This is an optimization exercise on Yosys and OpenROAD, whose aim is a short achievable clock period and few clock cycles, not a production implementation. In this exercise RTL edits were held to simulation tests only and were not proved equivalent to the original.

==> inputs of job 3953 <==
Design RV32I_Core, start of the top module:
module RV32I_Core (
    input  logic        clk,
    input  logic        reset,
    input  logic [31:0] instrCode,
    output logic [31:0] instrMemAddr,
    output logic        dataWe,
    output logic [31:0] dataAddr,
    output logic [31:0] dataWData,
    input  logic [31:0] dataRData,
    output logic        transfer,
    input  logic        ready
);
clock: 12.0 ns
lec_check: 0
abc_clock_period_in_ps: 3000
cap_margin: 20
core_margin: 2
core_utilization: 65
slew_margin: 20
standard.sh (not shown) runs the stock make flow with config.mk's settings and CLKGATE_MAP_FILE= SYNTH_SCRIPT=/design/flow/synth_recipe.tcl, a recipe that flattens the netlist after the stock synthesis.
==> flow/flow/run.sh <==
#!/bin/bash
# Standard layout (standard synthesis unchanged), with repair_timing asked to
# leave extra setup slack so that the achieved period (12 ns less slack) is
# pushed down. make's full output goes to standard_make.log.
set -euo pipefail
bash standard.sh SETUP_SLACK_MARGIN=8.6 finish > standard_make.log 2>&1
==> job 1239 (differences from job 3953) <==
--- a/flow/design.v
+++ b/flow/design.v
@@ -47,31 +47,49 @@
 );
     localparam int NB = 4;   
     localparam int NQ = 3;   
     logic [31:0] pc;
     logic [NB-1:0] b_valid;
     logic [31:2] b_pc[NB];
     logic [31:0] b_tgt[NB];
     logic [1:0] b_ptr;
-    logic        bw_v, bw_inv;
+    logic        bw_v, bw_inv, be_v, be_inv;
+    logic [NB-1:0] be_invVec;
+    logic [31:2] be_pc;
+    logic [31:0] be_tgt;
     logic [NB-1:0] bw_invVec;
     logic [31:2] bw_pc;
     logic [31:0] bw_tgt;
     logic        d_valid, d_hit;
     logic [31:0] d_instr, d_pc;
     logic [NB-1:0] d_hitVec;
-    logic        e_wen, e_load, e_mem, e_store, e_jalr;
+    logic        e_store, e_kill;
+    logic        e_wen_q, e_load_q, e_mem_q, e_jalr_q, e_fwdNT_q, e_fwdHit_q;
+    logic        e_rEq_q, e_rNe_q, e_rLt_q, e_rGe_q, e_rLtu_q, e_rGeu_q;
+    wire         e_wen = e_wen_q & ~e_kill;
+    wire         e_load = e_load_q & ~e_kill;
+    wire         e_mem = e_mem_q & ~e_kill;
+    wire         e_jalr = e_jalr_q & ~e_kill;
+    wire         e_fwdNT = e_fwdNT_q & ~e_kill;
+    wire         e_fwdHit = e_fwdHit_q & ~e_kill;
+    logic [31:2] e_pcw;
+    logic [NB-1:0] e_hitVec;
     logic [ 4:0] e_rd;
     logic [31:0] e_opA, e_opB, e_sdata, e_alt;
     logic [ 3:0] e_shA;
     logic [ 7:0] e_shB;
     logic        e_sAdd, e_sSub, e_sSll, e_sSr, e_sSra, e_sSlt, e_sSltu;
     logic        e_sXor, e_sOr, e_sAnd, e_sAlt;
-    logic        e_rEq, e_rNe, e_rLt, e_rGe, e_rLtu, e_rGeu;
+    wire         e_rEq = e_rEq_q & ~e_kill;
+    wire         e_rNe = e_rNe_q & ~e_kill;
+    wire         e_rLt = e_rLt_q & ~e_kill;
+    wire         e_rGe = e_rGe_q & ~e_kill;
+    wire         e_rLtu = e_rLtu_q & ~e_kill;
+    wire         e_rGeu = e_rGeu_q & ~e_kill;
     logic        w_wen;
     logic [ 4:0] w_rd;
     logic [31:0] w_result;
     logic [NQ-1:0] q_v;
     logic [NQ-1:0] q_we, q_ld;
     logic [ 4:0] q_rd[NQ];
     logic [31:0] q_addr[NQ];
     logic [31:0] q_wdata[NQ];
@@ -119,17 +137,17 @@
     wire [31:0] immJ = {{12{d_instr[31]}}, d_instr[19:12], d_instr[20], d_instr[30:21], 1'b0};
     wire [31:0] immU = {d_instr[31:12], 12'b0};
     logic [31:0] tgtB, tgtJ;
     logic [31:12] auiHi;
     ks_add #(32) u_tgtB (.a(d_pc), .b(immB), .cin(1'b0), .s(tgtB), .cout());
     ks_add #(32) u_tgtJ (.a(d_pc), .b(immJ), .cin(1'b0), .s(tgtJ), .cout());
     ks_add #(20) u_auipc (.a(d_pc[31:12]), .b(d_instr[31:12]), .cin(1'b0), .s(auiHi), .cout());
     wire [31:0] pc4 = {d_pc[31:2] + 30'd1, d_pc[1:0]};
-    wire predT = isB & d_instr[31];
+    wire predT = isB & (d_instr[31] | d_hit);
     wire wantT = isJAL | predT;
     wire redirectD = d_valid & (wantT ^ d_hit);
     wire [31:0] targetD = isJAL ? tgtJ : predT ? tgtB : pc4;
     logic [31:0] sum, diff;
     logic        noBorrow;
     ks_add #(32) u_sum (.a(e_opA), .b(e_opB), .cin(1'b0), .s(sum), .cout());
     ks_add #(32) u_diff (.a(e_opA), .b(~e_opB), .cin(1'b1), .s(diff), .cout(noBorrow));
     wire ltu = ~noBorrow;
@@ -196,90 +214,107 @@
             p1 = p1 | (q_v[k] & q_ld[k] & (q_rd[k] == rs1));
             p2 = p2 | (q_v[k] & q_ld[k] & (q_rd[k] == rs2));
             pd = pd | (q_v[k] & q_ld[k] & (q_rd[k] == rd));
         end
     end
     wire qFull = (q_cnt == 2'd3) | ((q_cnt == 2'd2) & e_mem);
     wire hazard = d_valid & ((useRs1 & p1) | (useRs2 & p2) | ((dWen | dLdw) & pd) |
                              (dMem & qFull));
-    wire goE = d_valid & ~hazard & ~redirectE;
+    wire goD = d_valid & ~hazard;
     wire bImm = isI | isL | isS | isJALR;
     wire [31:0] imm = isS ? immS : immI;
     wire [31:0] opB = bImm ? imm : v2;
     wire [31:0] pcNext = redirectE ? targetE :
                          hazard ? pc : redirectD ? targetD : bHit ? bTgt : pcNext4;
+    always_ff @(posedge clk) begin
+        pc <= reset ? 32'd0 : pcNext;
+        q_v <= reset ? '0 : nv;
+    end
     always_ff @(posedge clk, posedge reset) begin
         if (reset) begin
-            pc <= 32'd0;
             d_valid <= 1'b0;
         end else begin
-            pc <= pcNext;
             d_valid <= ~redirectE & (hazard ? d_valid : ~redirectD);
         end
     end
     wire takeD = ~hazard;
     always_ff @(posedge clk) begin
         d_instr <= ({32{takeD}} & instrCode) | ({32{~takeD}} & d_instr);
         d_pc <= ({32{takeD}} & pc) | ({32{~takeD}} & d_pc);
         d_hit <= (takeD & bHit) | (~takeD & d_hit);
         d_hitVec <= ({NB{takeD}} & bHitVec) | ({NB{~takeD}} & d_hitVec);
     end
     always_ff @(posedge clk, posedge reset) begin
         if (reset) begin
             bw_v <= 1'b0;
             bw_inv <= 1'b0;
+            be_v <= 1'b0;
+            be_inv <= 1'b0;
             b_valid <= '0;
             b_ptr <= '0;
         end else begin
             bw_v <= redirectD & ~hazard & wantT;
             bw_inv <= redirectD & ~hazard & d_hit;
-            b_valid <= (b_valid & ~(bw_inv ? bw_invVec : '0)) |
-                       (bw_v ? (NB'(1) << b_ptr) : '0);
-            if (bw_v) b_ptr <= b_ptr + 1'b1;
+            be_v <= (e_rEq | e_rNe | e_rLt | e_rGe | e_rLtu | e_rGeu) & e_fwdNT & brRedirect;
+            be_inv <= e_fwdHit & brRedirect;
+            b_valid <= (b_valid & ~(bw_inv ? bw_invVec : '0) & ~(be_inv ? be_invVec : '0)) |
+                       ((bw_v | be_v) ? (NB'(1) << b_ptr) : '0);
+            if (bw_v | be_v) b_ptr <= b_ptr + 1'b1;
         end
     end
     always_ff @(posedge clk) begin
         bw_invVec <= d_hitVec;
+        be_invVec <= e_hitVec;
+        be_pc <= e_pcw;
+        be_tgt <= e_alt;
         bw_pc <= d_pc[31:2];
         bw_tgt <= targetD;
         for (int i = 0; i < NB; i++) begin
-            if (bw_v && b_ptr == i) begin
-                b_pc[i] <= bw_pc;
-                b_tgt[i] <= bw_tgt;
+            if ((bw_v | be_v) && b_ptr == i) begin
+                b_pc[i] <= be_v ? be_pc : bw_pc;
+                b_tgt[i] <= be_v ? be_tgt : bw_tgt;
             end
         end
     end
     always_ff @(posedge clk, posedge reset) begin
         if (reset) begin
-            e_wen <= 1'b0;
-            e_load <= 1'b0;
-            e_mem <= 1'b0;
-            e_jalr <= 1'b0;
-            e_rEq <= 1'b0;
-            e_rNe <= 1'b0;
-            e_rLt <= 1'b0;
-            e_rGe <= 1'b0;
-            e_rLtu <= 1'b0;
-            e_rGeu <= 1'b0;
+            e_kill <= 1'b0;
+            e_wen_q <= 1'b0;
+            e_load_q <= 1'b0;
+            e_mem_q <= 1'b0;
+            e_jalr_q <= 1'b0;
+            e_fwdNT_q <= 1'b0;
+            e_fwdHit_q <= 1'b0;
+            e_rEq_q <= 1'b0;
+            e_rNe_q <= 1'b0;
+            e_rLt_q <= 1'b0;
+            e_rGe_q <= 1'b0;
+            e_rLtu_q <= 1'b0;
+            e_rGeu_q <= 1'b0;
         end else begin
-            e_wen <= goE & dWen;
-            e_load <= goE & dLdw;
-            e_mem <= goE & dMem;
-            e_jalr <= goE & isJALR;
-            e_rEq <= goE & isB & ((f3 == 3'b000) & ~predT | (f3 == 3'b001) & predT);
-            e_rNe <= goE & isB & ((f3 == 3'b001) & ~predT | (f3 == 3'b000) & predT);
-            e_rLt <= goE & isB & ((f3 == 3'b100) & ~predT | (f3 == 3'b101) & predT);
-            e_rGe <= goE & isB & ((f3 == 3'b101) & ~predT | (f3 == 3'b100) & predT);
-            e_rLtu <= goE & isB & ((f3 == 3'b110) & ~predT | (f3 == 3'b111) & predT);
-            e_rGeu <= goE & isB & ((f3 == 3'b111) & ~predT | (f3 == 3'b110) & predT);
+            e_kill <= redirectE;
+            e_wen_q <= goD & dWen;
+            e_load_q <= goD & dLdw;
+            e_mem_q <= goD & dMem;
+            e_jalr_q <= goD & isJALR;
+            e_fwdNT_q <= goD & isB & ~d_instr[31] & ~d_hit;
+            e_fwdHit_q <= goD & isB & ~d_instr[31] & d_hit;
+            e_rEq_q <= goD & isB & ((f3 == 3'b000) & ~predT | (f3 == 3'b001) & predT);
+            e_rNe_q <= goD & isB & ((f3 == 3'b001) & ~predT | (f3 == 3'b000) & predT);
+            e_rLt_q <= goD & isB & ((f3 == 3'b100) & ~predT | (f3 == 3'b101) & predT);
+            e_rGe_q <= goD & isB & ((f3 == 3'b101) & ~predT | (f3 == 3'b100) & predT);
+            e_rLtu_q <= goD & isB & ((f3 == 3'b110) & ~predT | (f3 == 3'b111) & predT);
+            e_rGeu_q <= goD & isB & ((f3 == 3'b111) & ~predT | (f3 == 3'b110) & predT);
         end
     end
     always_ff @(posedge clk) begin
         e_store <= isS;
+        e_pcw <= d_pc[31:2];
+        e_hitVec <= d_hitVec;
         e_rd <= rd;
         e_opA <= v1;
         e_opB <= opB;
         e_sdata <= v2;
         for (int k = 0; k < 4; k++) e_shA[k] <= (opB[1:0] == k);
         for (int j = 0; j < 8; j++) e_shB[j] <= (opB[4:2] == j);
         e_alt <= isB ? (predT ? pc4 : tgtB) :
                  isLUI ? immU : isAUIPC ? {auiHi, d_pc[11:0]} : pc4;
@@ -308,21 +343,19 @@
         for (int k = 0; k < NQ; k++) begin
             bv[k] = pop ? ((k + 1 < NQ) ? q_v[(k+1)%NQ] : 1'b0) : q_v[k];
             take[k] = e_mem & ~bv[k] & ((k == 0) ? 1'b1 : bv[(k+NQ-1)%NQ]);
             nv[k] = bv[k] | take[k];
         end
     end
     always_ff @(posedge clk, posedge reset) begin
         if (reset) begin
-            q_v <= '0;
             q_cnt <= '0;
             w2_wen <= 1'b0;
         end else begin
-            q_v <= nv;
             q_cnt <= q_cnt + {1'b0, e_mem} - {1'b0, pop};
             w2_wen <= pop & q_ld[0];
         end
     end
     always_ff @(posedge clk) begin
         for (int k = 0; k < NQ; k++) begin
             logic sh, tk, hd;
             sh = pop & ((k + 1 < NQ) ? q_v[(k+1)%NQ] : 1'b0);
==> flow/flow/run.sh (replaced) <==
#!/bin/bash
# Standard layout (standard synthesis unchanged), with repair_timing asked to
# leave extra setup slack so that the achieved period (12 ns less slack) is
# pushed down. make's full output goes to standard_make.log.
set -euo pipefail
bash standard.sh SETUP_SLACK_MARGIN=8.1 finish > standard_make.log 2>&1
==> flow/config.mk (replaced) <==
export PLATFORM = sky130hd
export DESIGN_NAME = RV32I_Core
export DESIGN_NICKNAME = RV32I_Core
export VERILOG_FILES = /design/flow/design.v
export SDC_FILE = /design/flow/constraint.sdc
export NUM_CORES = 4
export LEC_CHECK = 0
export ABC_CLOCK_PERIOD_IN_PS = 3000
export CAP_MARGIN = 20
export CORE_MARGIN = 2
export CORE_UTILIZATION = 30
export CTS_CLUSTER_DIAMETER = 100
export CTS_CLUSTER_SIZE = 25
export PLACE_DENSITY = 0.45
export SLEW_MARGIN = 20
==> qor summary <==
item	job 1239	job 3953
Result of the run	no timing/DRC/antenna violations	aborted with a tool error
Last stage reached	-	5_1_grt
Compound-gate portion of the synthesized area	0.221	0.226
Total clock buffers created by CTS	108	187
Horiz. Die Dim	584 um	395 um
Placed Instance Area	0.108 mm2	0.102 mm2
Synthesized instance count	11500	11300
Max clock buf depth	4	3
Yosys cell types	120	102
Routability Congestion	0.974	1.07
Y dimension of the die	584 um	395 um
Sequential area share after synthesis	0.426	0.421
H-tree levels	3	4
Average size of a mapped cell	8.81 um2	8.80 um2
Number of cells upsized or downsized after cts	923	1265
Simple logic cell fraction of the synthesized area	0.140	0.138
Buffers inserted by post-CTS timing repair	169	300
Sinks on the clock net	1948	1877
Fraction of registers with async set or reset after synthesis	0.0144	0.0309
Area fraction of the dominant cell type after synthesis	0.304	0.289
Final HPWL from detailed placement	373 mm	292 mm
Setup WS pre-CTS	6230 ps	6630 ps
Synthesis-stage register bit count	1948	1877
Testbench counts of job 3953, summed over its fixed seeds: cycles 38,967.
Testbench counts of job 1239, summed over its fixed seeds: cycles 38,227.

-- static timing again, ports no longer ideal --
In the flow no input, the clock included, has a driving cell. The finished layout below was timed again as built, in two steps. Step 1 assumes that a clkbuf_16 drives the clock port and a buf_2 every other input. Step 2 also shifts input and output timing later by t, the mid clock arrival at the registers, as if the neighbouring blocks saw the same clock. Three values: ideal ports, drivers, drivers and shift; two values: the first two.
run: job 1239
t (ns): 1.010
setup WS [ns]: 7.915 / 7.915 / 7.197
worst data-port slew with drivers (ns): 0.17
After both steps job 1239 still meets setup and hold. For job 1239, drivers alone change the setup slack by 0.000 ns; drivers and shift together by -0.718 ns.
